Background: an optimization exercise with open tools, aiming at small area, a short achievable clock period and few clock cycles. Do not read the settings as production practice.
Power is estimated from default activity; no workload was simulated.

==> flow/design.v <==
module my_cpu(input clk, reset,
output [5:0] address,
output memWr,
output [7:0] writedata,
input [7:0] readdata, IN,
output [7:0] OUT,
output halt
);
reg [5:0] pc;
reg [7:0] a;
reg [7:0] outr;
reg [7:0] ir;       
reg       ev;       
reg [7:0] rf [0:7];
reg       haltr;
reg       s_ldi, s_jmp, s_ldm, s_stm, s_dld, s_dst;
wire s_d   = s_dld | s_dst;
wire fetch = ~(s_ldi | s_jmp | s_ldm | s_stm | s_d | haltr);
assign address   = s_d ? ir[5:0] : pc;
assign memWr     = s_dst;
assign writedata = a;
assign OUT       = outr;
assign halt      = haltr;
wire [3:0] eh = ir[7:4];
wire [2:0] er = ir[2:0];
wire [7:0] rv = rf[er];
wire e_lda = ev & (eh == 4'h1);
wire e_sta = ev & (eh == 4'h2);
wire e_and = ev & (eh == 4'hA);
wire e_or  = ev & (eh == 4'hB);
wire e_add = ev & (eh == 4'hC);
wire e_sub = ev & (eh == 4'hD);
wire e_e   = ev & (eh == 4'hE) & ~ir[3] & ~(ir[2] & ir[1]);
wire e_not = e_e & (ir[2:0] == 3'd0);
wire e_inc = e_e & (ir[2:0] == 3'd1);
wire e_dec = e_e & (ir[2:0] == 3'd2);
wire e_shl = e_e & (ir[2:0] == 3'd3);
wire e_shr = e_e & (ir[2:0] == 3'd4);
wire e_ror = e_e & (ir[2:0] == 3'd5);
wire e_in  = ev & (ir == 8'hF0);
wire e_out = ev & (ir == 8'hF1);
wire e_aw = e_lda | e_and | e_or | e_add | e_sub | e_e | e_in;
wire       e_arith = e_add | e_sub | e_inc | e_dec;
wire [7:0] y = ({8{e_add | e_sub}} & rv) ^ {8{e_sub | e_dec}};
wire [7:0] sum = a + y + {7'd0, e_sub | e_inc};
wire       a_mem = s_ldi | s_dld;
wire       a_hold = ~(e_aw | a_mem);
wire [7:0] ares = ({8{e_lda}} & rv)
                | ({8{e_and}} & (a & rv))
                | ({8{e_or}} & (a | rv))
                | ({8{e_arith}} & sum)
                | ({8{e_not}} & ~a)
                | ({8{e_shl}} & {a[6:0], 1'b0})
                | ({8{e_shr}} & {1'b0, a[7:1]})
                | ({8{e_ror}} & {a[0], a[7:1]})
                | ({8{e_in}} & IN)
                | ({8{a_mem}} & readdata)
                | ({8{a_hold}} & a);
always @(posedge clk)
	if (e_sta)
		rf[er] <= a;
wire [3:0] fh = readdata[7:4];
wire       flo0 = (readdata[3:0] == 4'd0);
wire       f_br = (fh[3:2] == 2'b01 & fh[1:0] != 2'b00 & fh[1:0] != 2'b01) | (fh[3:2] == 2'b10 & fh[1] == 1'b0);
wire       az = (a == 8'd0);
reg        f_take;
always @(*)
	case (fh)
		4'h7:    f_take = az;
		4'h8:    f_take = ~az;
		4'h9:    f_take = ~a[7] & (~flo0 | ~az);
		default: f_take = 1'b1;
	endcase
wire f_stall = f_br & (fh != 4'h6) & e_aw;
wire f_ldm  = (readdata == 8'h30);
wire f_stm  = (readdata == 8'h40);
wire f_ldi  = (readdata == 8'h50);
wire f_halt = (readdata == 8'hF2);
wire f_e    = ~f_br & ~f_ldm & ~f_stm & ~f_ldi & ~f_halt;
wire f_go   = fetch & ~f_stall;
wire f_jabs = f_go & f_br & flo0 & f_take;      
wire f_skip = f_go & f_br & flo0 & ~f_take;     
wire f_jrel = f_go & f_br & ~flo0 & f_take;
wire f_next = f_go & ~f_halt & ~f_skip & ~f_jrel;
wire [5:0] pc1 = pc + 6'd1;
wire [5:0] pc2 = pc + 6'd2;
wire [5:0] pcrel = readdata[3] ? pc1 - {3'd0, readdata[2:0]} : pc1 + {3'd0, readdata[2:0]};
wire p_inc  = f_next | s_ldi | s_ldm | s_stm;
wire p_hold = ~(p_inc | f_skip | f_jrel | s_jmp);
wire [5:0] pcn = ({6{p_inc}} & pc1)
               | ({6{f_skip}} & pc2)
               | ({6{f_jrel}} & pcrel)
               | ({6{s_jmp}} & readdata[5:0])
               | ({6{p_hold}} & pc);
always @(posedge clk) begin
	if (~s_d)
		ir <= readdata;
	if (reset) begin
		pc <= 6'd0;
		a <= 8'd0;
		outr <= 8'd0;
		ev <= 1'b0;
		haltr <= 1'b0;
		s_ldi <= 1'b0; s_jmp <= 1'b0; s_ldm <= 1'b0; s_stm <= 1'b0;
		s_dld <= 1'b0; s_dst <= 1'b0;
	end else begin
		a <= ares;
		pc <= pcn;
		if (e_out) outr <= a;
		ev    <= f_go & f_e;
		haltr <= haltr | (f_go & f_halt);
		s_ldi <= f_go & f_ldi;
		s_ldm <= f_go & f_ldm;
		s_stm <= f_go & f_stm;
		s_jmp <= f_jabs;
		s_dld <= s_ldm;
		s_dst <= s_stm;
	end
end
endmodule
Settings: LEC_CHECK=0, CAP_MARGIN=20, CORE_MARGIN=2, CORE_UTILIZATION=40, SETUP_SLACK_MARGIN=2.5, SLEW_MARGIN=20; clock period 5.0 ns.
run.sh (not shown) runs the stock make flow with config.mk's settings and CLKGATE_MAP_FILE= SYNTH_SCRIPT=/design/flow/synth_recipe.tcl, a recipe that flattens the netlist after the stock synthesis.
Edit:
--- a/flow/design.v
+++ b/flow/design.v
@@ -1,6 +1,27 @@
+module fastadd #(parameter N = 8)
+(input [N-1:0] x, y,
+input ci,
+output [N-1:0] s);
+reg [N:0] G, P;
+integer i, d;
+always @(*) begin
+	G[0] = ci;
+	P[0] = 1'b0;
+	for (i = 0; i < N; i = i + 1) begin
+		G[i+1] = x[i] & y[i];
+		P[i+1] = x[i] ^ y[i];
+	end
+	for (d = 1; d <= N; d = d * 2)
+		for (i = N; i >= d; i = i - 1) begin
+			G[i] = G[i] | (P[i] & G[i-d]);
+			P[i] = P[i] & P[i-d];
+		end
+end
+assign s = x ^ y ^ G[N-1:0];
+endmodule
 module my_cpu(input clk, reset,
 output [5:0] address,
 output memWr,
 output [7:0] writedata,
 input [7:0] readdata, IN,
 output [7:0] OUT,
@@ -8,25 +29,28 @@
 );
 reg [5:0] pc;
 reg [7:0] a;
 reg [7:0] outr;
 reg [7:0] ir;       
 reg       ev;       
+reg       ym, yi, yc;   
 reg [7:0] rf [0:7];
 reg       haltr;
 reg       s_ldi, s_jmp, s_ldm, s_stm, s_dld, s_dst;
 wire s_d   = s_dld | s_dst;
 wire fetch = ~(s_ldi | s_jmp | s_ldm | s_stm | s_d | haltr);
-assign address   = s_d ? ir[5:0] : pc;
+assign address   = pc;
 assign memWr     = s_dst;
 assign writedata = a;
 assign OUT       = outr;
 assign halt      = haltr;
 wire [3:0] eh = ir[7:4];
 wire [2:0] er = ir[2:0];
-wire [7:0] rv = rf[er];
+reg  [7:0] b;
+reg        fwd;
+wire [7:0] rv = fwd ? a : b;
 wire e_lda = ev & (eh == 4'h1);
 wire e_sta = ev & (eh == 4'h2);
 wire e_and = ev & (eh == 4'hA);
 wire e_or  = ev & (eh == 4'hB);
 wire e_add = ev & (eh == 4'hC);
 wire e_sub = ev & (eh == 4'hD);
@@ -38,14 +62,15 @@
 wire e_shr = e_e & (ir[2:0] == 3'd4);
 wire e_ror = e_e & (ir[2:0] == 3'd5);
 wire e_in  = ev & (ir == 8'hF0);
 wire e_out = ev & (ir == 8'hF1);
 wire e_aw = e_lda | e_and | e_or | e_add | e_sub | e_e | e_in;
 wire       e_arith = e_add | e_sub | e_inc | e_dec;
-wire [7:0] y = ({8{e_add | e_sub}} & rv) ^ {8{e_sub | e_dec}};
-wire [7:0] sum = a + y + {7'd0, e_sub | e_inc};
+wire [7:0] y = ({8{ym}} & rv) ^ {8{yi}};
+wire [7:0] sum;
+fastadd #(8) adder(a, y, yc, sum);
 wire       a_mem = s_ldi | s_dld;
 wire       a_hold = ~(e_aw | a_mem);
 wire [7:0] ares = ({8{e_lda}} & rv)
                 | ({8{e_and}} & (a & rv))
                 | ({8{e_or}} & (a | rv))
                 | ({8{e_arith}} & sum)
@@ -58,13 +83,13 @@
                 | ({8{a_hold}} & a);
 always @(posedge clk)
 	if (e_sta)
 		rf[er] <= a;
 wire [3:0] fh = readdata[7:4];
 wire       flo0 = (readdata[3:0] == 4'd0);
-wire       f_br = (fh[3:2] == 2'b01 & fh[1:0] != 2'b00 & fh[1:0] != 2'b01) | (fh[3:2] == 2'b10 & fh[1] == 1'b0);
+wire       f_br = (fh[3:2] == 2'b01 & fh[1]) | (fh[3:2] == 2'b10 & ~fh[1]);
 wire       az = (a == 8'd0);
 reg        f_take;
 always @(*)
 	case (fh)
 		4'h7:    f_take = az;
 		4'h8:    f_take = ~az;
@@ -74,30 +99,44 @@
 wire f_stall = f_br & (fh != 4'h6) & e_aw;
 wire f_ldm  = (readdata == 8'h30);
 wire f_stm  = (readdata == 8'h40);
 wire f_ldi  = (readdata == 8'h50);
 wire f_halt = (readdata == 8'hF2);
 wire f_e    = ~f_br & ~f_ldm & ~f_stm & ~f_ldi & ~f_halt;
+wire f_add  = (fh == 4'hC);
+wire f_sub  = (fh == 4'hD);
+wire f_inc  = (readdata == 8'hE1);
+wire f_dec  = (readdata == 8'hE2);
 wire f_go   = fetch & ~f_stall;
 wire f_jabs = f_go & f_br & flo0 & f_take;      
 wire f_skip = f_go & f_br & flo0 & ~f_take;     
 wire f_jrel = f_go & f_br & ~flo0 & f_take;
 wire f_next = f_go & ~f_halt & ~f_skip & ~f_jrel;
 wire [5:0] pc1 = pc + 6'd1;
 wire [5:0] pc2 = pc + 6'd2;
-wire [5:0] pcrel = readdata[3] ? pc1 - {3'd0, readdata[2:0]} : pc1 + {3'd0, readdata[2:0]};
-wire p_inc  = f_next | s_ldi | s_ldm | s_stm;
-wire p_hold = ~(p_inc | f_skip | f_jrel | s_jmp);
+wire [5:0] pcrel;
+fastadd #(6) reladd(pc1, {{3{readdata[3]}}, readdata[2:0] ^ {3{readdata[3]}}}, readdata[3], pcrel);
+wire p_inc  = f_next | s_ldi;
+wire p_rd   = s_jmp | s_ldm | s_stm;
+wire p_hold = ~(p_inc | f_skip | f_jrel | p_rd | s_d);
 wire [5:0] pcn = ({6{p_inc}} & pc1)
                | ({6{f_skip}} & pc2)
                | ({6{f_jrel}} & pcrel)
-               | ({6{s_jmp}} & readdata[5:0])
+               | ({6{p_rd}} & readdata[5:0])
+               | ({6{s_d}} & ir[5:0])
                | ({6{p_hold}} & pc);
 always @(posedge clk) begin
-	if (~s_d)
+	if (s_ldm | s_stm)
+		ir <= {2'b00, pc1};
+	else
 		ir <= readdata;
+	b <= rf[readdata[2:0]];
+	fwd <= e_sta & (er == readdata[2:0]);
+	ym <= f_add | f_sub;
+	yi <= f_sub | f_dec;
+	yc <= f_sub | f_inc;
 	if (reset) begin
 		pc <= 6'd0;
 		a <= 8'd0;
 		outr <= 8'd0;
 		ev <= 1'b0;
 		haltr <= 1'b0;
What happened:
- The changed run completed with no timing, DRC or antenna violations
- critical path depth fell by 2
- worst setup slack gains 560 ps
- utilization rose by 0.35 points
- global-route usage goes up by 1.6 points
- die area goes up by 7.7%
- synthesized area is higher by 7.9%
- total power increases by 27%
- routed wire length goes up by 19%
- worst hold slack improves by 18 ps
No functional check of the RTL was part of any run of this note.

[port drivers added, routing unchanged]
The results above use ideal ports. As a check the final layouts listed here were re-extracted and re-timed, cells and wires unchanged. Step 1 assumes that a clkbuf_16 drives the clock port and a buf_2 every other input. Step 2 adds t to the input delays and takes it off the output delays; t is the mean of the earliest and latest rising clock arrival at the registers after step 1. Input paths then give back, and output paths get back, about the clock's delay inside the block. Slacks: ideal / step 1 / step 2; pairs: ideal / step 1.
| run | shift t [ns] | setup WS [ns] | worst hold slack (ns) | slew at the worst register clock pin (ns) |
|---|---|---|---|---|
| the first run | 0.397 | 1.911 / 1.911 / 1.827 | 0.456 / 0.456 / 0.456 | 0.08 / 0.08 |
| the second run | 0.460 | 2.470 / 2.471 / 2.011 | 0.473 / 0.473 / 0.473 | 0.06 / 0.06 |
After both steps setup and hold are still met in every run listed. For the second run, which loses most, drivers alone change the setup slack by +0.001 ns; drivers and shift together by -0.459 ns.
